Context: an optimization exercise on an open-source flow, tuned for small area. The choices shown serve that exercise and are no tape-out recipe.
Function was checked by simulation only, so behaviour that the tests miss may differ from the original.
Power and IR drop assume default switching activity.

==> flow/design.v <==
module ksum(
    input  logic [11:0] a,
    input  logic [7:0] w0,
    input  logic [1:0] d0,
    input  logic [7:0] w1,
    input  logic [1:0] d1,
    input  logic [7:0] w2,
    input  logic [1:0] d2,
    input  logic [7:0] w3,
    input  logic [1:0] d3,
    input  logic [7:0] w4,
    input  logic [1:0] d4,
    input  logic [7:0] w5,
    input  logic [1:0] d5,
    input  logic [7:0] w6,
    input  logic [1:0] d6,
    input  logic [7:0] w7,
    input  logic [1:0] d7,
    input  logic [7:0] w8,
    input  logic [1:0] d8,
    output logic [13:0] s);
    wire pp1;
    assign pp1 = w1[0] & d1[0];
    wire pp2;
    assign pp2 = w1[0] & d1[1];
    wire pp3;
    assign pp3 = w1[1] & d1[0];
    wire pp4;
    assign pp4 = w1[1] & d1[1];
    wire pp5;
    assign pp5 = w1[2] & d1[0];
    wire pp6;
    assign pp6 = w1[2] & d1[1];
    wire pp7;
    assign pp7 = w1[3] & d1[0];
    wire pp8;
    assign pp8 = w1[3] & d1[1];
    wire pp9;
    assign pp9 = w1[4] & d1[0];
    wire pp10;
    assign pp10 = w1[4] & d1[1];
    wire pp11;
    assign pp11 = w1[5] & d1[0];
    wire pp12;
    assign pp12 = w1[5] & d1[1];
    wire pp13;
    assign pp13 = w1[6] & d1[0];
    wire pp14;
    assign pp14 = w1[6] & d1[1];
    wire pp15;
    assign pp15 = w1[7] & d1[0];
    wire pp16;
    assign pp16 = w1[7] & d1[1];
    wire pp17;
    assign pp17 = w2[0] & d2[0];
    wire pp18;
    assign pp18 = w2[0] & d2[1];
    wire pp19;
    assign pp19 = w2[1] & d2[0];
    wire pp20;
    assign pp20 = w2[1] & d2[1];
    wire pp21;
    assign pp21 = w2[2] & d2[0];
    wire pp22;
    assign pp22 = w2[2] & d2[1];
    wire pp23;
    assign pp23 = w2[3] & d2[0];
    wire pp24;
    assign pp24 = w2[3] & d2[1];
    wire pp25;
    assign pp25 = w2[4] & d2[0];
    wire pp26;
    assign pp26 = w2[4] & d2[1];
    wire pp27;
    assign pp27 = w2[5] & d2[0];
    wire pp28;
    assign pp28 = w2[5] & d2[1];
    wire pp29;
    assign pp29 = w2[6] & d2[0];
    wire pp30;
    assign pp30 = w2[6] & d2[1];
    wire pp31;
    assign pp31 = w2[7] & d2[0];
    wire pp32;
    assign pp32 = w2[7] & d2[1];
    wire pp33;
    assign pp33 = w4[0] & d4[0];
    wire pp34;
    assign pp34 = w4[0] & d4[1];
    wire pp35;
    assign pp35 = w4[1] & d4[0];
    wire pp36;
    assign pp36 = w4[1] & d4[1];
    wire pp37;
    assign pp37 = w4[2] & d4[0];
    wire pp38;
    assign pp38 = w4[2] & d4[1];
    wire pp39;
    assign pp39 = w4[3] & d4[0];
    wire pp40;
    assign pp40 = w4[3] & d4[1];
    wire pp41;
    assign pp41 = w4[4] & d4[0];
    wire pp42;
    assign pp42 = w4[4] & d4[1];
    wire pp43;
    assign pp43 = w4[5] & d4[0];
    wire pp44;
    assign pp44 = w4[5] & d4[1];
    wire pp45;
    assign pp45 = w4[6] & d4[0];
    wire pp46;
    assign pp46 = w4[6] & d4[1];
    wire pp47;
    assign pp47 = w4[7] & d4[0];
    wire pp48;
    assign pp48 = w4[7] & d4[1];
    wire pp49;
    assign pp49 = w5[0] & d5[0];
    wire pp50;
    assign pp50 = w5[0] & d5[1];
    wire pp51;
    assign pp51 = w5[1] & d5[0];
    wire pp52;
    assign pp52 = w5[1] & d5[1];
    wire pp53;
    assign pp53 = w5[2] & d5[0];
    wire pp54;
    assign pp54 = w5[2] & d5[1];
    wire pp55;
    assign pp55 = w5[3] & d5[0];
    wire pp56;
    assign pp56 = w5[3] & d5[1];
    wire pp57;
    assign pp57 = w5[4] & d5[0];
    wire pp58;
    assign pp58 = w5[4] & d5[1];
    wire pp59;
    assign pp59 = w5[5] & d5[0];
    wire pp60;
    assign pp60 = w5[5] & d5[1];
    wire pp61;
    assign pp61 = w5[6] & d5[0];
    wire pp62;
    assign pp62 = w5[6] & d5[1];
    wire pp63;
    assign pp63 = w5[7] & d5[0];
    wire pp64;
    assign pp64 = w5[7] & d5[1];
    wire pp65;
    assign pp65 = w7[0] & d7[0];
    wire pp66;
    assign pp66 = w7[0] & d7[1];
    wire pp67;
    assign pp67 = w7[1] & d7[0];
    wire pp68;
    assign pp68 = w7[1] & d7[1];
    wire pp69;
    assign pp69 = w7[2] & d7[0];
    wire pp70;
    assign pp70 = w7[2] & d7[1];
    wire pp71;
    assign pp71 = w7[3] & d7[0];
    wire pp72;
    assign pp72 = w7[3] & d7[1];
    wire pp73;
    assign pp73 = w7[4] & d7[0];
    wire pp74;
    assign pp74 = w7[4] & d7[1];
    wire pp75;
    assign pp75 = w7[5] & d7[0];
    wire pp76;
    assign pp76 = w7[5] & d7[1];
    wire pp77;
    assign pp77 = w7[6] & d7[0];
    wire pp78;
    assign pp78 = w7[6] & d7[1];
    wire pp79;
    assign pp79 = w7[7] & d7[0];
    wire pp80;
    assign pp80 = w7[7] & d7[1];
    wire pp81;
    assign pp81 = w8[0] & d8[0];
    wire pp82;
    assign pp82 = w8[0] & d8[1];
    wire pp83;
    assign pp83 = w8[1] & d8[0];
    wire pp84;
    assign pp84 = w8[1] & d8[1];
    wire pp85;
    assign pp85 = w8[2] & d8[0];
    wire pp86;
    assign pp86 = w8[2] & d8[1];
    wire pp87;
    assign pp87 = w8[3] & d8[0];
    wire pp88;
    assign pp88 = w8[3] & d8[1];
    wire pp89;
    assign pp89 = w8[4] & d8[0];
    wire pp90;
    assign pp90 = w8[4] & d8[1];
    wire pp91;
    assign pp91 = w8[5] & d8[0];
    wire pp92;
    assign pp92 = w8[5] & d8[1];
    wire pp93;
    assign pp93 = w8[6] & d8[0];
    wire pp94;
    assign pp94 = w8[6] & d8[1];
    wire pp95;
    assign pp95 = w8[7] & d8[0];
    wire pp96;
    assign pp96 = w8[7] & d8[1];
    wire pp97;
    assign pp97 = w0[0] & d0[0];
    wire pp98;
    assign pp98 = w0[0] & d0[1];
    wire pp99;
    assign pp99 = w0[1] & d0[0];
    wire pp100;
    assign pp100 = w0[1] & d0[1];
    wire pp101;
    assign pp101 = w0[2] & d0[0];
    wire pp102;
    assign pp102 = w0[2] & d0[1];
    wire pp103;
    assign pp103 = w0[3] & d0[0];
    wire pp104;
    assign pp104 = w0[3] & d0[1];
    wire pp105;
    assign pp105 = w0[4] & d0[0];
    wire pp106;
    assign pp106 = w0[4] & d0[1];
    wire pp107;
    assign pp107 = w0[5] & d0[0];
    wire pp108;
    assign pp108 = w0[5] & d0[1];
    wire pp109;
    assign pp109 = w0[6] & d0[0];
    wire pp110;
    assign pp110 = w0[6] & d0[1];
    wire pp111;
    assign pp111 = w0[7] & d0[0];
    wire pp112;
    assign pp112 = w0[7] & d0[1];
    wire pp113;
    assign pp113 = w3[0] & d3[0];
    wire pp114;
    assign pp114 = w3[0] & d3[1];
    wire pp115;
    assign pp115 = w3[1] & d3[0];
    wire pp116;
    assign pp116 = w3[1] & d3[1];
    wire pp117;
    assign pp117 = w3[2] & d3[0];
    wire pp118;
    assign pp118 = w3[2] & d3[1];
    wire pp119;
    assign pp119 = w3[3] & d3[0];
    wire pp120;
    assign pp120 = w3[3] & d3[1];
    wire pp121;
    assign pp121 = w3[4] & d3[0];
    wire pp122;
    assign pp122 = w3[4] & d3[1];
    wire pp123;
    assign pp123 = w3[5] & d3[0];
    wire pp124;
    assign pp124 = w3[5] & d3[1];
    wire pp125;
    assign pp125 = w3[6] & d3[0];
    wire pp126;
    assign pp126 = w3[6] & d3[1];
    wire pp127;
    assign pp127 = w3[7] & d3[0];
    wire pp128;
    assign pp128 = w3[7] & d3[1];
    wire pp129;
    assign pp129 = w6[0] & d6[0];
    wire pp130;
    assign pp130 = w6[0] & d6[1];
    wire pp131;
    assign pp131 = w6[1] & d6[0];
    wire pp132;
    assign pp132 = w6[1] & d6[1];
    wire pp133;
    assign pp133 = w6[2] & d6[0];
    wire pp134;
    assign pp134 = w6[2] & d6[1];
    wire pp135;
    assign pp135 = w6[3] & d6[0];
    wire pp136;
    assign pp136 = w6[3] & d6[1];
    wire pp137;
    assign pp137 = w6[4] & d6[0];
    wire pp138;
    assign pp138 = w6[4] & d6[1];
    wire pp139;
    assign pp139 = w6[5] & d6[0];
    wire pp140;
    assign pp140 = w6[5] & d6[1];
    wire pp141;
    assign pp141 = w6[6] & d6[0];
    wire pp142;
    assign pp142 = w6[6] & d6[1];
    wire pp143;
    assign pp143 = w6[7] & d6[0];
    wire pp144;
    assign pp144 = w6[7] & d6[1];
    wire s145;
    wire c146;
    assign s145 = a[1] ^ pp2 ^ pp3;
    assign c146 = (a[1] & pp2) | (pp3 & (a[1] ^ pp2));
    wire s147;
    wire c148;
    assign s147 = pp18 ^ pp19 ^ pp34;
    assign c148 = (pp18 & pp19) | (pp34 & (pp18 ^ pp19));
    wire s149;
    wire c150;
    assign s149 = pp35 ^ pp50 ^ pp51;
    assign c150 = (pp35 & pp50) | (pp51 & (pp35 ^ pp50));
    wire s151;
    wire c152;
    assign s151 = a[2] ^ pp4 ^ pp5;
    assign c152 = (a[2] & pp4) | (pp5 & (a[2] ^ pp4));
    wire s153;
    wire c154;
    assign s153 = pp20 ^ pp21 ^ pp36;
    assign c154 = (pp20 & pp21) | (pp36 & (pp20 ^ pp21));
    wire s155;
    wire c156;
    assign s155 = pp37 ^ pp52 ^ pp53;
    assign c156 = (pp37 & pp52) | (pp53 & (pp37 ^ pp52));
    wire s157;
    wire c158;
    assign s157 = pp68 ^ pp69 ^ pp84;
    assign c158 = (pp68 & pp69) | (pp84 & (pp68 ^ pp69));
    wire s159;
    wire c160;
    assign s159 = pp85 ^ pp100;
    assign c160 = pp85 & pp100;
    wire s161;
    wire c162;
    assign s161 = a[3] ^ pp6 ^ pp7;
    assign c162 = (a[3] & pp6) | (pp7 & (a[3] ^ pp6));
    wire s163;
    wire c164;
    assign s163 = pp22 ^ pp23 ^ pp38;
    assign c164 = (pp22 & pp23) | (pp38 & (pp22 ^ pp23));
    wire s165;
    wire c166;
    assign s165 = pp39 ^ pp54 ^ pp55;
    assign c166 = (pp39 & pp54) | (pp55 & (pp39 ^ pp54));
    wire s167;
    wire c168;
    assign s167 = pp70 ^ pp71 ^ pp86;
    assign c168 = (pp70 & pp71) | (pp86 & (pp70 ^ pp71));
    wire s169;
    wire c170;
    assign s169 = pp87 ^ pp102 ^ pp103;
    assign c170 = (pp87 & pp102) | (pp103 & (pp87 ^ pp102));
    wire s171;
    wire c172;
    assign s171 = pp118 ^ pp119;
    assign c172 = pp118 & pp119;
    wire s173;
    wire c174;
    assign s173 = a[4] ^ pp8 ^ pp9;
    assign c174 = (a[4] & pp8) | (pp9 & (a[4] ^ pp8));
    wire s175;
    wire c176;
    assign s175 = pp24 ^ pp25 ^ pp40;
    assign c176 = (pp24 & pp25) | (pp40 & (pp24 ^ pp25));
    wire s177;
    wire c178;
    assign s177 = pp41 ^ pp56 ^ pp57;
    assign c178 = (pp41 & pp56) | (pp57 & (pp41 ^ pp56));
    wire s179;
    wire c180;
    assign s179 = pp72 ^ pp73 ^ pp88;
    assign c180 = (pp72 & pp73) | (pp88 & (pp72 ^ pp73));
    wire s181;
    wire c182;
    assign s181 = pp89 ^ pp104 ^ pp105;
    assign c182 = (pp89 & pp104) | (pp105 & (pp89 ^ pp104));
    wire s183;
    wire c184;
    assign s183 = pp120 ^ pp121 ^ pp136;
    assign c184 = (pp120 & pp121) | (pp136 & (pp120 ^ pp121));
    wire s185;
    wire c186;
    assign s185 = a[5] ^ pp10 ^ pp11;
    assign c186 = (a[5] & pp10) | (pp11 & (a[5] ^ pp10));
    wire s187;
    wire c188;
    assign s187 = pp26 ^ pp27 ^ pp42;
    assign c188 = (pp26 & pp27) | (pp42 & (pp26 ^ pp27));
    wire s189;
    wire c190;
    assign s189 = pp43 ^ pp58 ^ pp59;
    assign c190 = (pp43 & pp58) | (pp59 & (pp43 ^ pp58));
    wire s191;
    wire c192;
    assign s191 = pp74 ^ pp75 ^ pp90;
    assign c192 = (pp74 & pp75) | (pp90 & (pp74 ^ pp75));
    wire s193;
    wire c194;
    assign s193 = pp91 ^ pp106 ^ pp107;
    assign c194 = (pp91 & pp106) | (pp107 & (pp91 ^ pp106));
    wire s195;
    wire c196;
    assign s195 = pp122 ^ pp123 ^ pp138;
    assign c196 = (pp122 & pp123) | (pp138 & (pp122 ^ pp123));
    wire s197;
    wire c198;
    assign s197 = a[6] ^ pp12 ^ pp13;
    assign c198 = (a[6] & pp12) | (pp13 & (a[6] ^ pp12));
    wire s199;
    wire c200;
    assign s199 = pp28 ^ pp29 ^ pp44;
    assign c200 = (pp28 & pp29) | (pp44 & (pp28 ^ pp29));
    wire s201;
    wire c202;
    assign s201 = pp45 ^ pp60 ^ pp61;
    assign c202 = (pp45 & pp60) | (pp61 & (pp45 ^ pp60));
    wire s203;
    wire c204;
    assign s203 = pp76 ^ pp77 ^ pp92;
    assign c204 = (pp76 & pp77) | (pp92 & (pp76 ^ pp77));
    wire s205;
    wire c206;
    assign s205 = pp93 ^ pp108 ^ pp109;
    assign c206 = (pp93 & pp108) | (pp109 & (pp93 ^ pp108));
    wire s207;
    wire c208;
    assign s207 = pp124 ^ pp125 ^ pp140;
    assign c208 = (pp124 & pp125) | (pp140 & (pp124 ^ pp125));
    wire s209;
    wire c210;
    assign s209 = a[7] ^ pp14 ^ pp15;
    assign c210 = (a[7] & pp14) | (pp15 & (a[7] ^ pp14));
    wire s211;
    wire c212;
    assign s211 = pp30 ^ pp31 ^ pp46;
    assign c212 = (pp30 & pp31) | (pp46 & (pp30 ^ pp31));
    wire s213;
    wire c214;
    assign s213 = pp47 ^ pp62 ^ pp63;
    assign c214 = (pp47 & pp62) | (pp63 & (pp47 ^ pp62));
    wire s215;
    wire c216;
    assign s215 = pp78 ^ pp79 ^ pp94;
    assign c216 = (pp78 & pp79) | (pp94 & (pp78 ^ pp79));
    wire s217;
    wire c218;
    assign s217 = pp95 ^ pp110 ^ pp111;
    assign c218 = (pp95 & pp110) | (pp111 & (pp95 ^ pp110));
    wire s219;
    wire c220;
    assign s219 = pp126 ^ pp127 ^ pp142;
    assign c220 = (pp126 & pp127) | (pp142 & (pp126 ^ pp127));
    wire s221;
    wire c222;
    assign s221 = a[8] ^ pp16 ^ pp32;
    assign c222 = (a[8] & pp16) | (pp32 & (a[8] ^ pp16));
    wire s223;
    wire c224;
    assign s223 = pp48 ^ pp64;
    assign c224 = pp48 & pp64;
    wire s225;
    wire c226;
    assign s225 = a[0] ^ pp1;
    assign c226 = a[0] & pp1;
    wire s227;
    wire c228;
    assign s227 = pp66 ^ pp67 ^ pp82;
    assign c228 = (pp66 & pp67) | (pp82 & (pp66 ^ pp67));
    wire s229;
    wire c230;
    assign s229 = pp83 ^ pp98 ^ pp99;
    assign c230 = (pp83 & pp98) | (pp99 & (pp83 ^ pp98));
    wire s231;
    wire c232;
    assign s231 = pp114 ^ pp115;
    assign c232 = pp114 & pp115;
    wire s233;
    wire c234;
    assign s233 = pp101 ^ pp116 ^ pp117;
    assign c234 = (pp101 & pp116) | (pp117 & (pp101 ^ pp116));
    wire s235;
    wire c236;
    assign s235 = pp132 ^ pp133 ^ s151;
    assign c236 = (pp132 & pp133) | (s151 & (pp132 ^ pp133));
    wire s237;
    wire c238;
    assign s237 = s153 ^ s155 ^ s157;
    assign c238 = (s153 & s155) | (s157 & (s153 ^ s155));
    wire s239;
    wire c240;
    assign s239 = s159 ^ c146;
    assign c240 = s159 & c146;
    wire s241;
    wire c242;
    assign s241 = pp134 ^ pp135 ^ s161;
    assign c242 = (pp134 & pp135) | (s161 & (pp134 ^ pp135));
    wire s243;
    wire c244;
    assign s243 = s163 ^ s165 ^ s167;
    assign c244 = (s163 & s165) | (s167 & (s163 ^ s165));
    wire s245;
    wire c246;
    assign s245 = s169 ^ s171 ^ c152;
    assign c246 = (s169 & s171) | (c152 & (s169 ^ s171));
    wire s247;
    wire c248;
    assign s247 = c154 ^ c156 ^ c158;
    assign c248 = (c154 & c156) | (c158 & (c154 ^ c156));
    wire s249;
    wire c250;
    assign s249 = pp137 ^ s173 ^ s175;
    assign c250 = (pp137 & s173) | (s175 & (pp137 ^ s173));
    wire s251;
    wire c252;
    assign s251 = s177 ^ s179 ^ s181;
    assign c252 = (s177 & s179) | (s181 & (s177 ^ s179));
    wire s253;
    wire c254;
    assign s253 = s183 ^ c162 ^ c164;
    assign c254 = (s183 & c162) | (c164 & (s183 ^ c162));
    wire s255;
    wire c256;
    assign s255 = c166 ^ c168 ^ c170;
    assign c256 = (c166 & c168) | (c170 & (c166 ^ c168));
    wire s257;
    wire c258;
    assign s257 = pp139 ^ s185 ^ s187;
    assign c258 = (pp139 & s185) | (s187 & (pp139 ^ s185));
    wire s259;
    wire c260;
    assign s259 = s189 ^ s191 ^ s193;
    assign c260 = (s189 & s191) | (s193 & (s189 ^ s191));
    wire s261;
    wire c262;
    assign s261 = s195 ^ c174 ^ c176;
    assign c262 = (s195 & c174) | (c176 & (s195 ^ c174));
    wire s263;
    wire c264;
    assign s263 = c178 ^ c180 ^ c182;
    assign c264 = (c178 & c180) | (c182 & (c178 ^ c180));
    wire s265;
    wire c266;
    assign s265 = pp141 ^ s197 ^ s199;
    assign c266 = (pp141 & s197) | (s199 & (pp141 ^ s197));
    wire s267;
    wire c268;
    assign s267 = s201 ^ s203 ^ s205;
    assign c268 = (s201 & s203) | (s205 & (s201 ^ s203));
    wire s269;
    wire c270;
    assign s269 = s207 ^ c186 ^ c188;
    assign c270 = (s207 & c186) | (c188 & (s207 ^ c186));
    wire s271;
    wire c272;
    assign s271 = c190 ^ c192 ^ c194;
    assign c272 = (c190 & c192) | (c194 & (c190 ^ c192));
    wire s273;
    wire c274;
    assign s273 = pp143 ^ s209 ^ s211;
    assign c274 = (pp143 & s209) | (s211 & (pp143 ^ s209));
    wire s275;
    wire c276;
    assign s275 = s213 ^ s215 ^ s217;
    assign c276 = (s213 & s215) | (s217 & (s213 ^ s215));
    wire s277;
    wire c278;
    assign s277 = s219 ^ c198 ^ c200;
    assign c278 = (s219 & c198) | (c200 & (s219 ^ c198));
    wire s279;
    wire c280;
    assign s279 = c202 ^ c204 ^ c206;
    assign c280 = (c202 & c204) | (c206 & (c202 ^ c204));
    wire s281;
    wire c282;
    assign s281 = pp80 ^ pp96 ^ pp112;
    assign c282 = (pp80 & pp96) | (pp112 & (pp80 ^ pp96));
    wire s283;
    wire c284;
    assign s283 = pp128 ^ pp144 ^ s221;
    assign c284 = (pp128 & pp144) | (s221 & (pp128 ^ pp144));
    wire s285;
    wire c286;
    assign s285 = s223 ^ c210 ^ c212;
    assign c286 = (s223 & c210) | (c212 & (s223 ^ c210));
    wire s287;
    wire c288;
    assign s287 = c214 ^ c216 ^ c218;
    assign c288 = (c214 & c216) | (c218 & (c214 ^ c216));
    wire s289;
    wire c290;
    assign s289 = pp17 ^ pp33 ^ pp49;
    assign c290 = (pp17 & pp33) | (pp49 & (pp17 ^ pp33));
    wire s291;
    wire c292;
    assign s291 = pp65 ^ pp81;
    assign c292 = pp65 & pp81;
    wire s293;
    wire c294;
    assign s293 = pp130 ^ pp131 ^ s145;
    assign c294 = (pp130 & pp131) | (s145 & (pp130 ^ pp131));
    wire s295;
    wire c296;
    assign s295 = s147 ^ s149 ^ s227;
    assign c296 = (s147 & s149) | (s227 & (s147 ^ s149));
    wire s297;
    wire c298;
    assign s297 = s229 ^ s231;
    assign c298 = s229 & s231;
    wire s299;
    wire c300;
    assign s299 = c148 ^ c150 ^ s233;
    assign c300 = (c148 & c150) | (s233 & (c148 ^ c150));
    wire s301;
    wire c302;
    assign s301 = s235 ^ s237 ^ s239;
    assign c302 = (s235 & s237) | (s239 & (s235 ^ s237));
    wire s303;
    wire c304;
    assign s303 = c228 ^ c230 ^ c232;
    assign c304 = (c228 & c230) | (c232 & (c228 ^ c230));
    wire s305;
    wire c306;
    assign s305 = c160 ^ s241 ^ s243;
    assign c306 = (c160 & s241) | (s243 & (c160 ^ s241));
    wire s307;
    wire c308;
    assign s307 = s245 ^ s247 ^ c234;
    assign c308 = (s245 & s247) | (c234 & (s245 ^ s247));
    wire s309;
    wire c310;
    assign s309 = c236 ^ c238 ^ c240;
    assign c310 = (c236 & c238) | (c240 & (c236 ^ c238));
    wire s311;
    wire c312;
    assign s311 = c172 ^ s249 ^ s251;
    assign c312 = (c172 & s249) | (s251 & (c172 ^ s249));
    wire s313;
    wire c314;
    assign s313 = s253 ^ s255 ^ c242;
    assign c314 = (s253 & s255) | (c242 & (s253 ^ s255));
    wire s315;
    wire c316;
    assign s315 = c244 ^ c246 ^ c248;
    assign c316 = (c244 & c246) | (c248 & (c244 ^ c246));
    wire s317;
    wire c318;
    assign s317 = c184 ^ s257 ^ s259;
    assign c318 = (c184 & s257) | (s259 & (c184 ^ s257));
    wire s319;
    wire c320;
    assign s319 = s261 ^ s263 ^ c250;
    assign c320 = (s261 & s263) | (c250 & (s261 ^ s263));
    wire s321;
    wire c322;
    assign s321 = c252 ^ c254 ^ c256;
    assign c322 = (c252 & c254) | (c256 & (c252 ^ c254));
    wire s323;
    wire c324;
    assign s323 = c196 ^ s265 ^ s267;
    assign c324 = (c196 & s265) | (s267 & (c196 ^ s265));
    wire s325;
    wire c326;
    assign s325 = s269 ^ s271 ^ c258;
    assign c326 = (s269 & s271) | (c258 & (s269 ^ s271));
    wire s327;
    wire c328;
    assign s327 = c260 ^ c262 ^ c264;
    assign c328 = (c260 & c262) | (c264 & (c260 ^ c262));
    wire s329;
    wire c330;
    assign s329 = c208 ^ s273 ^ s275;
    assign c330 = (c208 & s273) | (s275 & (c208 ^ s273));
    wire s331;
    wire c332;
    assign s331 = s277 ^ s279 ^ c266;
    assign c332 = (s277 & s279) | (c266 & (s277 ^ s279));
    wire s333;
    wire c334;
    assign s333 = c268 ^ c270 ^ c272;
    assign c334 = (c268 & c270) | (c272 & (c268 ^ c270));
    wire s335;
    wire c336;
    assign s335 = c220 ^ s281 ^ s283;
    assign c336 = (c220 & s281) | (s283 & (c220 ^ s281));
    wire s337;
    wire c338;
    assign s337 = s285 ^ s287 ^ c274;
    assign c338 = (s285 & s287) | (c274 & (s285 ^ s287));
    wire s339;
    wire c340;
    assign s339 = c276 ^ c278 ^ c280;
    assign c340 = (c276 & c278) | (c280 & (c276 ^ c278));
    wire s341;
    wire c342;
    assign s341 = a[9] ^ c222 ^ c224;
    assign c342 = (a[9] & c222) | (c224 & (a[9] ^ c222));
    wire s343;
    wire c344;
    assign s343 = c282 ^ c284 ^ c286;
    assign c344 = (c282 & c284) | (c286 & (c282 ^ c284));
    wire s345;
    wire c346;
    assign s345 = pp97 ^ pp113 ^ pp129;
    assign c346 = (pp97 & pp113) | (pp129 & (pp97 ^ pp113));
    wire s347;
    wire c348;
    assign s347 = c226 ^ s293 ^ s295;
    assign c348 = (c226 & s293) | (s295 & (c226 ^ s293));
    wire s349;
    wire c350;
    assign s349 = s297 ^ c290;
    assign c350 = s297 & c290;
    wire s351;
    wire c352;
    assign s351 = s299 ^ s301 ^ s303;
    assign c352 = (s299 & s301) | (s303 & (s299 ^ s301));
    wire s353;
    wire c354;
    assign s353 = c294 ^ c296 ^ c298;
    assign c354 = (c294 & c296) | (c298 & (c294 ^ c296));
    wire s355;
    wire c356;
    assign s355 = s305 ^ s307 ^ s309;
    assign c356 = (s305 & s307) | (s309 & (s305 ^ s307));
    wire s357;
    wire c358;
    assign s357 = c300 ^ c302 ^ c304;
    assign c358 = (c300 & c302) | (c304 & (c300 ^ c302));
    wire s359;
    wire c360;
    assign s359 = s311 ^ s313 ^ s315;
    assign c360 = (s311 & s313) | (s315 & (s311 ^ s313));
    wire s361;
    wire c362;
    assign s361 = c306 ^ c308 ^ c310;
    assign c362 = (c306 & c308) | (c310 & (c306 ^ c308));
    wire s363;
    wire c364;
    assign s363 = s317 ^ s319 ^ s321;
    assign c364 = (s317 & s319) | (s321 & (s317 ^ s319));
    wire s365;
    wire c366;
    assign s365 = c312 ^ c314 ^ c316;
    assign c366 = (c312 & c314) | (c316 & (c312 ^ c314));
    wire s367;
    wire c368;
    assign s367 = s323 ^ s325 ^ s327;
    assign c368 = (s323 & s325) | (s327 & (s323 ^ s325));
    wire s369;
    wire c370;
    assign s369 = c318 ^ c320 ^ c322;
    assign c370 = (c318 & c320) | (c322 & (c318 ^ c320));
    wire s371;
    wire c372;
    assign s371 = s329 ^ s331 ^ s333;
    assign c372 = (s329 & s331) | (s333 & (s329 ^ s331));
    wire s373;
    wire c374;
    assign s373 = c324 ^ c326 ^ c328;
    assign c374 = (c324 & c326) | (c328 & (c324 ^ c326));
    wire s375;
    wire c376;
    assign s375 = s335 ^ s337 ^ s339;
    assign c376 = (s335 & s337) | (s339 & (s335 ^ s337));
    wire s377;
    wire c378;
    assign s377 = c330 ^ c332 ^ c334;
    assign c378 = (c330 & c332) | (c334 & (c330 ^ c332));
    wire s379;
    wire c380;
    assign s379 = c288 ^ s341 ^ s343;
    assign c380 = (c288 & s341) | (s343 & (c288 ^ s341));
    wire s381;
    wire c382;
    assign s381 = c336 ^ c338 ^ c340;
    assign c382 = (c336 & c338) | (c340 & (c336 ^ c338));
    wire s383;
    wire c384;
    assign s383 = a[10] ^ c342;
    assign c384 = a[10] & c342;
    wire s385;
    wire c386;
    assign s385 = s225 ^ s289;
    assign c386 = s225 & s289;
    wire s387;
    wire c388;
    assign s387 = c292 ^ s347 ^ s349;
    assign c388 = (c292 & s347) | (s349 & (c292 ^ s347));
    wire s389;
    wire c390;
    assign s389 = s351 ^ s353 ^ c348;
    assign c390 = (s351 & s353) | (c348 & (s351 ^ s353));
    wire s391;
    wire c392;
    assign s391 = s355 ^ s357 ^ c352;
    assign c392 = (s355 & s357) | (c352 & (s355 ^ s357));
    wire s393;
    wire c394;
    assign s393 = s359 ^ s361 ^ c356;
    assign c394 = (s359 & s361) | (c356 & (s359 ^ s361));
    wire s395;
    wire c396;
    assign s395 = s363 ^ s365 ^ c360;
    assign c396 = (s363 & s365) | (c360 & (s363 ^ s365));
    wire s397;
    wire c398;
    assign s397 = s367 ^ s369 ^ c364;
    assign c398 = (s367 & s369) | (c364 & (s367 ^ s369));
    wire s399;
    wire c400;
    assign s399 = s371 ^ s373 ^ c368;
    assign c400 = (s371 & s373) | (c368 & (s371 ^ s373));
    wire s401;
    wire c402;
    assign s401 = s375 ^ s377 ^ c372;
    assign c402 = (s375 & s377) | (c372 & (s375 ^ s377));
    wire s403;
    wire c404;
    assign s403 = s379 ^ s381 ^ c376;
    assign c404 = (s379 & s381) | (c376 & (s379 ^ s381));
    wire s405;
    wire c406;
    assign s405 = c344 ^ s383 ^ c380;
    assign c406 = (c344 & s383) | (c380 & (c344 ^ s383));
    wire s407;
    wire c408;
    assign s407 = s291 ^ s345;
    assign c408 = s291 & s345;
    wire s409;
    wire c410;
    assign s409 = c346 ^ s387 ^ c386;
    assign c410 = (c346 & s387) | (c386 & (c346 ^ s387));
    wire s411;
    wire c412;
    assign s411 = c350 ^ s389 ^ c388;
    assign c412 = (c350 & s389) | (c388 & (c350 ^ s389));
    wire s413;
    wire c414;
    assign s413 = c354 ^ s391 ^ c390;
    assign c414 = (c354 & s391) | (c390 & (c354 ^ s391));
    wire s415;
    wire c416;
    assign s415 = c358 ^ s393 ^ c392;
    assign c416 = (c358 & s393) | (c392 & (c358 ^ s393));
    wire s417;
    wire c418;
    assign s417 = c362 ^ s395 ^ c394;
    assign c418 = (c362 & s395) | (c394 & (c362 ^ s395));
    wire s419;
    wire c420;
    assign s419 = c366 ^ s397 ^ c396;
    assign c420 = (c366 & s397) | (c396 & (c366 ^ s397));
    wire s421;
    wire c422;
    assign s421 = c370 ^ s399 ^ c398;
    assign c422 = (c370 & s399) | (c398 & (c370 ^ s399));
    wire s423;
    wire c424;
    assign s423 = c374 ^ s401 ^ c400;
    assign c424 = (c374 & s401) | (c400 & (c374 ^ s401));
    wire s425;
    wire c426;
    assign s425 = c378 ^ s403 ^ c402;
    assign c426 = (c378 & s403) | (c402 & (c378 ^ s403));
    wire s427;
    wire c428;
    assign s427 = c382 ^ s405 ^ c404;
    assign c428 = (c382 & s405) | (c404 & (c382 ^ s405));
    wire s429;
    wire c430;
    assign s429 = a[11] ^ c384 ^ c406;
    assign c430 = (a[11] & c384) | (c406 & (a[11] ^ c384));
    wire s431;
    wire c432;
    assign s431 = s385 ^ s407;
    assign c432 = s385 & s407;
    wire s433;
    wire c434;
    assign s433 = s409 ^ c408 ^ c432;
    assign c434 = (s409 & c408) | (c432 & (s409 ^ c408));
    wire s435;
    wire c436;
    assign s435 = s411 ^ c410 ^ c434;
    assign c436 = (s411 & c410) | (c434 & (s411 ^ c410));
    wire s437;
    wire c438;
    assign s437 = s413 ^ c412 ^ c436;
    assign c438 = (s413 & c412) | (c436 & (s413 ^ c412));
    wire s439;
    wire c440;
    assign s439 = s415 ^ c414 ^ c438;
    assign c440 = (s415 & c414) | (c438 & (s415 ^ c414));
    wire s441;
    wire c442;
    assign s441 = s417 ^ c416 ^ c440;
    assign c442 = (s417 & c416) | (c440 & (s417 ^ c416));
    wire s443;
    wire c444;
    assign s443 = s419 ^ c418 ^ c442;
    assign c444 = (s419 & c418) | (c442 & (s419 ^ c418));
    wire s445;
    wire c446;
    assign s445 = s421 ^ c420 ^ c444;
    assign c446 = (s421 & c420) | (c444 & (s421 ^ c420));
    wire s447;
    wire c448;
    assign s447 = s423 ^ c422 ^ c446;
    assign c448 = (s423 & c422) | (c446 & (s423 ^ c422));
    wire s449;
    wire c450;
    assign s449 = s425 ^ c424 ^ c448;
    assign c450 = (s425 & c424) | (c448 & (s425 ^ c424));
    wire s451;
    wire c452;
    assign s451 = s427 ^ c426 ^ c450;
    assign c452 = (s427 & c426) | (c450 & (s427 ^ c426));
    wire s453;
    wire c454;
    assign s453 = s429 ^ c428 ^ c452;
    assign c454 = (s429 & c428) | (c452 & (s429 ^ c428));
    wire s455;
    wire c456;
    assign s455 = c430 ^ c454;
    assign c456 = c430 & c454;
    assign s = {c456, s455, s453, s451, s449, s447, s445, s443, s441, s439, s437, s435, s433, s431};
endmodule
module apb_convolver(
    input  logic                      HCLK,
    input  logic                      HRESETn,
    input  logic               [11:0] PADDR,
    input  logic               [31:0] PWDATA,
    input  logic                      PWRITE,
    input  logic                      PSEL,
    input  logic                      PENABLE,
    output logic               [31:0] PRDATA,
    output logic                      PREADY,
    output logic                      PSLVERR,
    output logic               [3:0]  irq_o,
    output logic                      mem_wen_n,
    output logic               [10:0] mem_addr,
    output logic               [31:0] mem_wdata,
    input  logic               [31:0] mem_rdata
    );
    logic [2:0] rel_addr;
    assign rel_addr = PADDR[4:2];
    assign PREADY  = 1'b1;
    assign PSLVERR = 1'b0;
    assign irq_o   = 4'b0;
    logic wensel, shift, setup_in, display, clc, addr_increment;
    assign wensel         = PWRITE & PENABLE & PSEL;
    assign shift          = wensel & (rel_addr == 3'd3);
    assign setup_in       = PSEL & ~PENABLE & PWRITE & (rel_addr == 3'd3);
    assign display        = wensel & (rel_addr == 3'd4) &  PWDATA[0];
    assign clc            = wensel & (rel_addr == 3'd4) & ~PWDATA[0];
    assign addr_increment = ~PWRITE & PENABLE & PSEL & rel_addr[2];
    logic [31:0] qw1, qw2, qw3, q_inp, h1, h2, q_out;
    logic        q_0, q_1, q_2, q_3, q_4, pa;
    always_ff @(posedge HCLK, negedge HRESETn)
        if (~HRESETn) begin
            qw1 <= '0; qw2 <= '0; qw3 <= '0;
            q_inp <= '0; q_out <= '0;
            q_0 <= 1'b0; q_1 <= 1'b0; q_2 <= 1'b0; q_3 <= 1'b0; q_4 <= 1'b0; pa <= 1'b0;
        end else begin
            if (wensel && rel_addr == 3'd0) qw1 <= PWDATA;
            if (wensel && rel_addr == 3'd1) qw2 <= PWDATA;
            if (wensel && rel_addr == 3'd2) qw3 <= PWDATA;
            if (shift) q_inp <= PWDATA;
            if (q_4) q_out <= mem_rdata;
            q_0 <= shift;
            q_1 <= q_0;
            q_2 <= q_1 && (counter >= 5'd3) && (counter <= 5'd28);
            q_3 <= rel_addr[2];
            q_4 <= q_3;
            pa  <= setup_in;
        end
    always_comb begin
        case (rel_addr)
            3'd0: PRDATA = qw1;
            3'd1: PRDATA = qw2;
            3'd2: PRDATA = qw3;
            3'd3: PRDATA = q_inp;
            3'd5: PRDATA = q_out;
            default: PRDATA = 32'b0;
        endcase
    end
    always_ff @(posedge HCLK)
        if (shift) begin
            h1 <= q_inp;
            h2 <= h1;
        end
    localparam logic [1:0] RESET = 2'd0, CALC = 2'd1, DISPLAY = 2'd2;
    logic [1:0]  state, next_state;
    logic [10:0] address, next_address;
    logic [4:0]  counter, next_counter;
    logic        WRITEn;
    always_ff @(posedge HCLK, negedge HRESETn)
        if (~HRESETn) begin
            state   <= RESET;
            address <= '0;
            counter <= '0;
        end else begin
            state   <= next_state;
            address <= next_address;
            counter <= next_counter;
        end
    always_comb begin
        WRITEn       = 1'b1;
        next_address = address;
        next_counter = counter;
        next_state   = state;
        case (state)
            RESET: begin
                WRITEn = 1'b0;
                next_address = address + 1'b1;
                if (address == 11'd338) begin
                    next_state   = CALC;
                    next_address = '0;
                end
            end
            CALC: begin
                WRITEn = ~q_2;
                if (q_2)
                    next_address = address + 1'b1;
                else if (shift)
                    next_counter = (counter == 5'd28) ? 5'd1 : counter + 1'b1;
                else if (display) begin
                    next_address = '0;
                    next_state   = DISPLAY;
                    next_counter = '0;
                end
            end
            DISPLAY: begin
                if (addr_increment)
                    next_address = address + 1'b1;
                else if (clc) begin
                    next_address = '0;
                    next_state   = CALC;
                end
            end
            default: ;
        endcase
    end
    assign mem_wen_n = WRITEn;
    assign mem_addr  = address;
    logic [1:0] sel;
    assign sel = {q_0 | q_1, pa | q_1};
    logic [1:0] dC [4], dB [4], dA [4];    
    always_comb
        for (int k = 0; k < 4; k++) begin
            case (sel)
                2'd0: begin dC[k] = PWDATA[8*k+0 +: 2]; dB[k] = q_inp[8*k+0 +: 2]; dA[k] = h1[8*k+0 +: 2]; end
                2'd1: begin dC[k] = PWDATA[8*k+2 +: 2]; dB[k] = q_inp[8*k+2 +: 2]; dA[k] = h1[8*k+2 +: 2]; end
                2'd2: begin dC[k] = q_inp[8*k+4 +: 2];  dB[k] = h1[8*k+4 +: 2];    dA[k] = h2[8*k+4 +: 2]; end
                default: begin dC[k] = q_inp[8*k+6 +: 2]; dB[k] = h1[8*k+6 +: 2];  dA[k] = h2[8*k+6 +: 2]; end
            endcase
        end
    logic [13:0] acc_up, acc_lo, nx_up, nx_lo;
    logic [1:0]  sv_up, sv_lo;
    logic [11:0] fb_up, fb_lo;
    assign fb_up = (sel == 2'd0) ? 12'd0 : acc_up[13:2];
    assign fb_lo = (sel == 2'd0) ? 12'd0 : acc_lo[13:2];
    ksum k_up (.a(fb_up), .s(nx_up),
        .w0(qw1[7:0]), .d0(dC[3]), .w1(qw1[15:8]), .d1(dB[3]), .w2(qw1[23:16]), .d2(dA[3]),
        .w3(qw2[7:0]), .d3(dC[2]), .w4(qw2[15:8]), .d4(dB[2]), .w5(qw2[23:16]), .d5(dA[2]),
        .w6(qw3[7:0]), .d6(dC[1]), .w7(qw3[15:8]), .d7(dB[1]), .w8(qw3[23:16]), .d8(dA[1]));
    ksum k_lo (.a(fb_lo), .s(nx_lo),
        .w0(qw1[7:0]), .d0(dC[2]), .w1(qw1[15:8]), .d1(dB[2]), .w2(qw1[23:16]), .d2(dA[2]),
        .w3(qw2[7:0]), .d3(dC[1]), .w4(qw2[15:8]), .d4(dB[1]), .w5(qw2[23:16]), .d5(dA[1]),
        .w6(qw3[7:0]), .d6(dC[0]), .w7(qw3[15:8]), .d7(dB[0]), .w8(qw3[23:16]), .d8(dA[0]));
    always_ff @(posedge HCLK, negedge HRESETn)
        if (~HRESETn) begin
            acc_up <= '0; acc_lo <= '0; sv_up <= '0; sv_lo <= '0;
        end else begin
            acc_up <= nx_up;
            acc_lo <= nx_lo;
            sv_up  <= acc_up[1:0];
            sv_lo  <= acc_lo[1:0];
        end
    assign mem_wdata = {acc_up, sv_up, acc_lo, sv_lo};
endmodule
==> flow/run.sh <==
#!/bin/bash
# synth_recipe.tcl (not shown) runs the flow's synth.tcl, then flattens the netlist and writes it again
# the make line also repeats each setting of config.mk as NAME=value (left out here)
make -C /OpenROAD-flow-scripts/flow DESIGN_CONFIG=/design/flow/config.mk WORK_HOME=/design/flow/orfs CLKGATE_MAP_FILE= SYNTH_SCRIPT=/design/flow/synth_recipe.tcl finish
==> flow/config.mk <==
export PLATFORM = sky130hd
export DESIGN_NAME = apb_convolver
export DESIGN_NICKNAME = apb_convolver
export VERILOG_FILES = /design/flow/design.v
export SDC_FILE = /design/flow/constraint.sdc
export NUM_CORES = 4
export LEC_CHECK = 0
export CAP_MARGIN = 20
export CORE_MARGIN = 2
export CORE_UTILIZATION = 40
export CTS_BUF_LIST = sky130_fd_sc_hd__clkbuf_2 sky130_fd_sc_hd__clkbuf_4
export CTS_CLUSTER_SIZE = 30
export SLEW_MARGIN = 20
==> flow/constraint.sdc <==
create_clock -name core_clock -period 10.0 [get_ports {HCLK}]
set_input_delay 2.0000 -clock core_clock [delete_from_list [all_inputs] [get_ports {HCLK}]]
set_output_delay 2.0000 -clock core_clock [all_outputs]
set_load 0.01 [all_outputs]
==> flow_summary.yaml, run 1 <==
run_status:
  status: "finished clean"
critical_path:
  rrSetupSlack_ns: 1.10
  cp_top_family: "adder cells"
  criticalPathCategory: "in -> reg"
  worst_ep_arrival_time_ns: 9.78
  crit_fanout: 9
  start_kind: "primary input"
  crit_buf_inv: 8
  crit_path_frequent_cell: "fa_1"
  max_stage_delay_ns: 0.58
  crit_required_ns: 10.70
  end_kind: "flip-flop"
  slowest_stage: "fa_1"
route:
  drtPass1Iterations: 5
  ant_nets: 0
  drc: 0
  drt-total-wl_um: 61100
  dr.first_iter.drc_count: 998
  viasPerCell: 5.178
  wl_per_cell_um: 22.08
  num_vias: 14330
hold_path:
  hp-class: "reg -> reg"
floorplanning:
  coreArea_sq_um: 50070
  die_h_um: 229.2
  io_pins: 163
  rows: 82
  die_w_um: 229.2
  start_util_pct: 40.51
  die-area_sq_um: 52530
clock_network:
  cts_hold_buf: 0
  h-tree-depth: 3
  post_cts_resized: 0
  clk_path_buf_depth: 3
  cts_setup_buffers: 0
  cts_buffers: 80
  cts_tree: "done"
  root_buffer: "clkbuf_4"
  clk_pin_slew_ns: 0.06
  cts_sinks: 264
  clock_latency_ns: 0.85
synthesis:
  syn-cell-area_sq_um: 20280
  async_flop_share_pct: 81.82
  ys_ff_latch: 264
  synth_ff_type: "dfrtp_1"
  yosys_warnings: 7
  seq_area_frac_synth_pct: 33.75
  synthCells: 1809
  synth_edf_count: 48
  yosysUniqueCellTypes: 56
  avgSynthCellArea_sq_um: 11.21
power:
  leakagePower_nw: 11.06
  vdd_drop_max_mv: 0.1832
  powerDensity_nw_per_um2: 281.4
sta:
  finalMaxSlewViolations: 0
  fmax_mhz: 110.2
  finalSetupViolCount: 0
  setup_tns_ns: 0
  tightest_slew_ns: 1.044
  skew_ns: 0.08069
  relSlewSlack_pct: 30.39
  finalHoldViolCount: 0
  period_share_pct: 90.78
  finalCriticalPeriod_ns: 9.078
  rsz0062_at_grt: "no"
layout:
  fill_cells: 4754
  stdcell_area_sq_um: 23810
  final_layout_size_suffix_gt1_share_pct: 17.69
  syn2layout_area_growth_pct: 17.40
  layout.cells.non_filler: 2767
  fin_nets: 2427
grt:
  grt_max_degree: 93
  grt-ovfl-total: 0
  grt_first_pass_wirelength_um: 93670
  grt_pass1_vias: 15640
  antenna_found_initial: 7
  grt_util_all_layers_pct: 23.92
placed_design:
  placed_cell_area_sq_um: 22720
  gp_congestion: 0.9596
  io_buffers: 147
  placed_cells: 2616
  hpwl_um: 45230
flow_run:
  maxCapViolations: 0
[layer usage]
| metal | track usage [%] | share of wire, % | wire (um) | vias to the layer above |
|---|---|---|---|---|
| met1 | 31.02 | 41 | 25300 | 7380 |
| met5 | 0 | 0.059 | 36 | - |
| met3 | 6.225 | 7.4 | 4529 | 134 |
| li1 | - | - | - | 6252 |
| met4 | 9.294 | 3.8 | 2294 | 6 |
| met2 | 38.47 | 47 | 28940 | 555 |
[per-stage QoR]
| stage | setup WS (ns) | power, mW | util [%] | hold slack, ns |
|---|---|---|---|---|
| floorplan | 0.8743 | 4.413 | - | 0.3312 |
| global placement | 0.1145 | 5.545 | 45.37 | 0.3327 |
| detailed placement | 0.03823 | 5.690 | 45.37 | 0.3395 |
| CTS | 0.9517 | 6.866 | 47.55 | 0.3543 |
| global route | 0.6561 | 7.438 | 47.56 | 0.3661 |
| finish | 0.9222 | 6.702 | 47.56 | 0.3499 |
[path summary, 6_finish.rpt]
kind	startpoint	to	depth (start not counted)
worst max register to register	pa	acc_up[11]	29
min in group asynchronous	HRESETn	acc_lo[4]	1
worst min register to register	q_3	q_4	0
max in group asynchronous	HRESETn	pa	2
worst max-delay path	PWDATA[11]	acc_lo[12]	27
worst min-delay path	q_3	q_4	0
[worst reg2reg max path, delay by kind of cell (launching register included)]
kind                       cells  cell delay (ns)
muxes                          1             0.24
AOI/OAI and AO/OA              2             0.23
buffers and inverters          8             1.06
adders and majority gates     16             6.27
DFF                            1             0.75
and+or+nand+nor                2             0.29
[placed cells by master (no fill, tap or decap), types with 8 or more instances in the layout]
cell type        netlist  final
mux2_2               158    158
dfrtp_1              216    214
o21ai_1               10     11
nor2_1                23     22
mux2i_1               89     89
and2_1               138    138
o211ai_1               8      8
clkdlybuf4s50_1        0    144
nand3_1               10     10
nand2_1              283    283
a22o_1                 8      8
o21ai_0               87     86
inv_1                250    250
fa_1                 284    284
buf_4                 10     61
nor3_1                10      8
edfxtp_1              48     48
a21oi_1               19     19
clkinv_1               0     15
ha_1                  36     36
clkbuf_4               0    123
[power breakdown]
part / switching [mW] / leakage [nW] / internal, mW
logic: 2.14 / 7.25 / 1.79
registers: 0.265 / 3.16 / 1.37
clock network: 0.518 / 0.650 / 0.615
[final cells by class]
type                            count  area, sq um  area share [%]
Antenna cell                        3        7.507         0.03152
Clock buffer                      123        923.4           3.877
Clock inverter                     25        166.4          0.6988
Inverter                          250        938.4           3.941
Multi-Input combinational cell   1223        12170           51.10
Sequential cell                   264         6849           28.76
Tap cell                          672        840.8           3.531
Timing Repair Buffer              207         1919           8.060
[sequential cells by signal, indices dropped and copies added, names as in the netlist]
register,count
acc_lo,14
acc_up,14
address,11
counter,5
h1,32
h2,16
pa,1
q_0,1
q_1,1
q_2,1
q_3,1
q_4,1
q_inp,32
q_out,32
qw1,32
qw2,32
qw3,32
state,2
sv_lo,2
sv_up,2
[cells in the mapped netlist (5+ instances only)]
cell / instances / area, sq um
mux2_2: 158 / 1779
edfxtp_1: 48 / 1441
buf_4: 10 / 75.07
fa_1: 284 / 5685
nand2_1: 283 / 1062
buf_1: 10 / 37.54
nor2_1: 23 / 86.33
and2_1: 138 / 863.3
o31ai_1: 5 / 37.54
o21ai_0: 87 / 435.4
o21ai_1: 10 / 50.05
a22o_1: 8 / 70.07
nor3_1: 10 / 50.05
mux2i_1: 89 / 890.9
inv_1: 250 / 938.4
buf_2: 28 / 140.1
dfrtp_1: 216 / 5405
o211ai_1: 8 / 60.06
nand3_1: 10 / 50.05
ha_1: 36 / 450.4
a21oi_1: 19 / 95.09
clkbuf_1: 25 / 93.84
[logic make-up (layout without fill, tap and decap cells)]
group,after synthesis,in the layout,share of synthesized area [%]
flops,264,264,33.75
compound gates,149,149,4.275
simple gates,497,497,11.83
fa+ha+maj,320,320,30.25
buf+inv,326,605,6.470
other cells,2,9,0.03702
mux,251,251,13.39
==> run 2: changes to the inputs <==
--- a/flow/config.mk
+++ b/flow/config.mk
@@ -10,4 +10,2 @@
 export CORE_UTILIZATION = 40
-export CTS_BUF_LIST = sky130_fd_sc_hd__clkbuf_2 sky130_fd_sc_hd__clkbuf_4
-export CTS_CLUSTER_SIZE = 30
 export SLEW_MARGIN = 20
==> run 2 against run 1 <==
  * Still clean on timing, DRC and antenna
  * Worst setup slack worse by 0.23 ns
  * Hold slack hardly changed
  * First-iteration DRC count is 5.1% lower
  * Die area stayed put
  * Register-to-register slack hardly changed
  * Critical path type unchanged
  * Largest cell class unchanged
==> flow_summary.yaml, run 2 <==
run_status:
  status: "finished clean"
layout:
  stdcell_area_sq_um: 23820
  fin_nets: 2378
  diodes: 0
  final_common_cell: "fa_1"
  final_layout_size_suffix_gt1_share_pct: 14.49
  layout.cells.non_filler: 2674
  fill_cells: 4687
  final_core_util_pct: 47.57
  layout_common_cells: "fa_1, nand2_1, inv_1, dfrtp_1, mux2_2"
  syn2layout_area_growth_pct: 17.41
synthesis:
  synth_edf_count: 48
  seq_area_frac_synth_pct: 33.75
  syn-cell-area_sq_um: 20280
  synthTopCellsByCount: "fa_1, nand2_1, inv_1"
  synth_most_common_cell: "fa_1"
  yosysUniqueCellTypes: 56
  yosys_warnings: 7
  synth_top_area_share_pct: 28.03
  synthCells: 1809
  ys_ff_latch: 264
  async_flop_share_pct: 81.82
  ys_top_cells_by_area: "fa_1, dfrtp_1, mux2_2, edfxtp_1, nand2_1"
  yosysTopAreaCell: "fa_1"
  synth_ff_type: "dfrtp_1"
  avgSynthCellArea_sq_um: 11.21
critical_path:
  startpoint: "PWDATA[11]"
  r2r-end: "acc_up[11]"
  reg2reg_from: "pa"
  end_kind: "flip-flop"
  rrSetupSlack_ns: 1.09
  r2r_cells: 29
  criticalPathCategory: "in -> reg"
  cp-endpoint: "acc_lo[12]"
  worst_ep_arrival_time_ns: 9.79
  crit_fanout: 9
  crit_required_ns: 10.48
  start_kind: "primary input"
grt:
  antenna_found_initial: 5
  grt_max_degree: 93
  grt_first_pass_wirelength_um: 92630
  grt_pass1_vias: 15080
  grt_util_all_layers_pct: 23.44
  grt-ovfl-total: 0
clock_network:
  clk_pin_slew_ns: 0.06
  cts_tree: "done"
  root_buffer: "clkbuf_16"
  clock_latency_ns: 0.60
  cts_setup_buffers: 0
  cts_hold_buf: 0
  cts_buffers: 31
  clk_path_buf_depth: 3
  cts_sinks: 264
  post_cts_resized: 0
  h-tree-depth: 1
placed_design:
  placed_cells: 2616
  dp_slack_ns: 0.03823
  hpwl_um: 45230
  placed_cell_area_sq_um: 22720
  io_buffers: 147
  gp_congestion: 0.9596
power:
  leakagePower_nw: 10.94
  vdd_drop_max_mv: 0.1844
  power_mw: 6.796
  powerDensity_nw_per_um2: 285.4
sta:
  setup_tns_ns: 0
  relSlewSlack_pct: 31.56
  tightest_slew_ns: 1.027
  finalCriticalPeriod_ns: 9.312
  worst_slack_ns: 0.6880
  hold_ws_ns: 0.3494
  period_share_pct: 93.12
  finalSetupViolCount: 0
  finalMaxSlewViolations: 0
  rsz0062_at_grt: "no"
  finalHoldViolCount: 0
  skew_ns: 0.01331
  fmax_mhz: 107.4
route:
  drtPass1Iterations: 6
  wl_per_cell_um: 22.53
  dr.first_iter.drc_count: 947
  num_vias: 13930
  viasPerCell: 5.211
  drt-total-wl_um: 60260
  ant_nets: 0
  drc: 0
floorplanning:
  rows: 82
  coreArea_sq_um: 50070
  die-area_sq_um: 52530
  die_h_um: 229.2
  io_pins: 163
  die_w_um: 229.2
  start_util_pct: 40.51
flow_run:
  maxCapViolations: 0
hold_path:
  hp-class: "reg -> reg"
  hp-start: "q_3"
[run 2: where the power goes]
| part | internal, mW | switching (mW) | leakage (nW) |
|---|---|---|---|
| combinational | 1.79 | 2.13 | 7.25 |
| sequential | 1.37 | 0.263 | 3.16 |
| clock | 0.726 | 0.507 | 0.535 |
[run 2: cell families after synthesis]
group           Yosys count  synth area share (%)
compound gates          149                 4.275
fa+ha+maj               320                 30.25
buf+inv                 326                 6.470
flops                   264                 33.75
mux                     251                 13.39
other cells               2               0.03702
simple gates            497                 11.83
[run 2: area by class of cell]
| cell class | count | area (sq um) | area share, % |
|---|---|---|---|
| Inverter | 250 | 938.4 | 3.940 |
| Clock inverter | 23 | 277.8 | 1.166 |
| Timing Repair Buffer | 207 | 1919 | 8.059 |
| Tap cell | 672 | 840.8 | 3.530 |
| Clock buffer | 35 | 822.0 | 3.452 |
| Multi-Input combinational cell | 1223 | 12170 | 51.10 |
| Sequential cell | 264 | 6849 | 28.76 |
[run 2: how the worst min path moves through the flow]
stage                     endpoint  cells past startpoint
final                          q_4                      0
after global routing           q_4                      0
after CTS                      q_4                      0
after detailed placement       q_4                      0
after global placement         q_4                      0
after floorplan                q_4                      0
[run 2: critical path: stages]
cell and delay (ns):
clkdlybuf4s50_1 0.58, mux2i_1 0.12, nor2_1 0.10, a21oi_1 0.06, o21ai_0 0.33, buf_4 0.26
buf_4 0.21, nand2_1 0.10, fa_1 0.56, inv_1 0.06, fa_1 0.51, fa_1 0.58
fa_1 0.45, fa_1 0.55, inv_1 0.05, fa_1 0.53, fa_1 0.17, inv_1 0.05
fa_1 0.41, fa_1 0.41, fa_1 0.38, inv_1 0.08, fa_1 0.16, inv_1 0.05
fa_1 0.38, fa_1 0.38, ha_1 0.27
[run 2: routing by layer]
metal | routed length [um] | part of all wire, % | track usage, %
met5 | 29 | 0.048 | 0
met4 | 2294 | 3.8 | 7.549
met3 | 4153 | 6.9 | 4.519
met2 | 28440 | 47 | 38.07
met1 | 25340 | 42 | 31.76
==> run 3: changes to the inputs <==
==> flow/flow/run.sh (new file) <==
#!/bin/bash
# Own layout flow: the standard ORFS flow (standard.sh, standard synthesis unchanged),
# with two placement/CTS arguments changed:
#  - port buffers are sky130_fd_sc_hd__buf_1 instead of the default clkdlybuf4s50_1;
#  - CTS uses clkbuf_4 buffers and no dummy loads.
# The full make output goes to flow_make.log in the work folder; ORFS's per-step logs are
# under orfs/logs/.
set -euo pipefail
bash standard.sh \
  "BUFFER_PORTS_ARGS=-buffer_cell sky130_fd_sc_hd__buf_1" \
  "CTS_ARGS=-sink_clustering_enable -repair_clock_nets -dont_use_dummy_load -buf_list sky130_fd_sc_hd__clkbuf_4" \
  finish > flow_make.log 2>&1
==> flow/standard.sh (new file) <==
#!/bin/bash
# synth_recipe.tcl (not shown) runs the flow's synth.tcl, then flattens the netlist and writes it again
# the make line also repeats each setting of config.mk as NAME=value (left out here)
make -C /OpenROAD-flow-scripts/flow DESIGN_CONFIG=/design/flow/config.mk WORK_HOME=/design/flow/orfs CLKGATE_MAP_FILE= SYNTH_SCRIPT=/design/flow/synth_recipe.tcl "${@:-finish}"
removed: flow/run.sh
==> run 3 against run 2 <==
  * Still clean
  * Area after synthesis stayed put
  * Flip-flop and latch count stayed put
  * Final cell count is 0.67% higher
  * Wire length is 1.1% higher
  * Cell area is 6.0% lower
  * Die area stayed put
  * Sequential share of layout area is 1.8 points higher
  * Sequential power hardly changed
  * Count of clock-buffer cells in the layout is 45 higher
  * Largest cell class unchanged
==> flow_summary.yaml, run 3 <==
sta:
  setup_tns_ns: 0
  tightest_slew_ns: 1.080
  period_share_pct: 90.08
  relSlewSlack_pct: 27.71
  hold_ws_ns: 0.3533
  skew_ns: 0.1048
  finalMaxSlewViolations: 0
  rsz0062_at_grt: "no"
  fmax_mhz: 111.0
  finalSetupViolCount: 0
  finalCriticalPeriod_ns: 9.008
  finalHoldViolCount: 0
synthesis:
  ys_ff_latch: 264
  ys_top_cells_by_area: "fa_1, dfrtp_1, mux2_2, edfxtp_1, nand2_1"
  yosys_warnings: 7
  async_flop_share_pct: 81.82
  avgSynthCellArea_sq_um: 11.21
  synth_most_common_cell: "fa_1"
  yosysUniqueCellTypes: 56
  yosysTopAreaCell: "fa_1"
  synth_ff_type: "dfrtp_1"
  seq_area_frac_synth_pct: 33.75
  syn-cell-area_sq_um: 20280
  synthTopCellsByCount: "fa_1, nand2_1, inv_1"
  synth_top_area_share_pct: 28.03
  synthCells: 1809
  synth_edf_count: 48
floorplanning:
  die_h_um: 229.2
  coreArea_sq_um: 50070
  io_pins: 163
  rows: 82
  start_util_pct: 40.51
  die-area_sq_um: 52530
  die_w_um: 229.2
layout:
  syn2layout_area_growth_pct: 10.37
  layout_common_cells: "fa_1, nand2_1, inv_1, dfrtp_1, mux2_2"
  final_core_util_pct: 44.71
  fill_cells: 4811
  final_common_cell: "fa_1"
  final_layout_size_suffix_gt1_share_pct: 15.50
  layout.cells.non_filler: 2692
  fin_nets: 2422
clock_network:
  cts_tree: "done"
  h-tree-depth: 3
  cts_setup_buffers: 0
  cts_buffers: 80
  clock_latency_ns: 0.83
  post_cts_resized: 0
  cts_sinks: 264
  root_buffer: "clkbuf_4"
  cts_hold_buf: 0
  clk_pin_slew_ns: 0.05
  clk_path_buf_depth: 3
placed_design:
  placed_cells: 2611
  gp_congestion: 0.9611
  io_buffers: 147
  hpwl_um: 45330
critical_path:
  max_stage_delay_ns: 0.70
  crit_path_frequent_cell: "fa_1"
  worst_ep_arrival_time_ns: 9.63
  end_kind: "flip-flop"
  start_kind: "flip-flop"
  criticalPathCategory: "reg -> reg"
  crit_fanout: 15
  slowest_stage: "dfrtp_1"
  crit_required_ns: 10.63
hold_path:
  hp-class: "reg -> reg"
route:
  drc: 0
  wl_met3_um: 5009
  drtPass1Iterations: 5
  num_vias: 14250
  routed.top_layer: "met5"
  viasPerCell: 5.292
  met1_length_um: 24830
  dr.first_iter.drc_count: 940
  wl_met2_um: 28990
  ant_nets: 0
  wl_per_cell_um: 22.64
  drt-total-wl_um: 60940
power:
  leakagePower_nw: 10.38
  vdd_drop_max_mv: 0.1696
  powerDensity_nw_per_um2: 280.5
grt:
  grt_max_degree: 73
  grt-ovfl-total: 0
  grt_first_pass_wirelength_um: 93920
  grt_util_all_layers_pct: 23.99
  grt_pass1_vias: 15420
  antenna_found_initial: 6
run_status:
  status: "finished clean"
flow_run:
  maxCapViolations: 0
-- run 3: cell counts after synthesis --
Identical to the previous run, type by type.
-- run 3: worst paths after layout --
kind | startpoint | endpoint | slack [ns] | cells past startpoint
worst max-delay path | q_0 | acc_up[12] | 0.99 | 28
worst min-delay path | q_3 | q_4 | 0.35 | 0
worst max register to register | q_0 | acc_up[12] | 0.99 | 28
worst min register to register | q_3 | q_4 | 0.35 | 0
max in group asynchronous | HRESETn | pa | 7.39 | 2
min in group asynchronous | HRESETn | acc_up[6] | 1.21 | 1
-- run 3: per-stage QoR --
| step | instance area, sq um | setup slack [ns] | total power, mW |
|---|---|---|---|
| floorplan | 20300 | 0.8743 | 4.413 |
| global placement | 21780 | 0.4347 | 5.452 |
| detailed placement | 21780 | 0.3830 | 5.615 |
| CTS | 22390 | 1.013 | 6.448 |
| global route | 22390 | 0.5758 | 7.066 |
| finish | 22390 | 0.9918 | 6.281 |
-- run 3: area by class of cell --
cell class	count	area, sq um	share of cell area [%]
clock buffers	80	600.6	2.683
flip-flops and latches	264	6849	30.59
multi-input cells	1223	12170	54.36
inverters	250	938.4	4.192
diodes	1	2.502	0.01118
repair buffers	202	987.2	4.410
well taps	672	840.8	3.756
-- run 3: per-layer routing --
layer / track usage, % / vias up
met5: 0 / -
met3: 7.196 / 130
li1: - / 6182
met1: 30.55 / 7400
met4: 8.705 / 10
met2: 38.80 / 525
-- run 3: kinds of logic (layout without fill, tap and decap cells) --
family / after synthesis / after routing / share of synthesized area, %
AO/OA/AOI/OAI: 149 / 149 / 4.275
adder cells (fa/ha/maj): 320 / 320 / 30.25
buffers and inverters: 326 / 532 / 6.470
flip-flops: 264 / 264 / 33.75
multiplexers: 251 / 251 / 13.39
other: 2 / 7 / 0.03702
AND/OR/NAND/NOR: 497 / 497 / 11.83
-- run 3: critical path, delay by kind of cell (launching register included) --
| family | cells | cell delay [ns] |
|---|---|---|
| flip-flops | 1 | 0.70 |
| adder cells (fa/ha/maj) | 16 | 5.93 |
| buffers and inverters | 8 | 1.35 |
| AO/OA/AOI/OAI | 2 | 0.41 |
| AND/OR/NAND/NOR | 2 | 0.45 |
-- run 3: power by group --
group	total [mW]	leakage, nW	internal, mW	switching [mW]
sequential	1.64	3.16	1.38	0.266
combinational	3.84	6.85	1.69	2.15
clock	0.798	0.368	0.360	0.438
total	6.28	10.4	3.43	2.85

[separate check: timing with driven ports]
In the flow no input, the clock included, has a driving cell. The finished layouts below were timed again as built, in two steps.
Step 1, drivers: a clkbuf_16 drives HCLK and a buf_2 each remaining input, both assumed.
Step 2, shift: input delay + t, output delay - t, t = (earliest + latest rising clock arrival at the registers) / 2. This alone moves slack from input paths to output paths.
Three values: ideal, step 1, step 2; two values: the first two.
| run | t, ns | slack for setup (ns) | clock arrival spread, ns | worst data-port slew with drivers (ns) | pins driven straight from the clock port |
|---|---|---|---|---|---|
| run 1 | 0.859 | 0.922 / 0.948 / 0.090 | 0.080 / 0.081 | 0.09 | 1 |
| run 2 | 0.653 | 0.688 / 0.719 / 0.066 | 0.014 / 0.014 | 0.09 | 1 |
| run 3 | 0.834 | 0.992 / 0.992 / 0.309 | 0.119 / 0.118 | 0.12 | 1 |
After both steps every run listed still meets setup and hold. The setup slack of run 1, which loses most, moves by +0.026 ns with the drivers and by -0.832 ns with both steps.
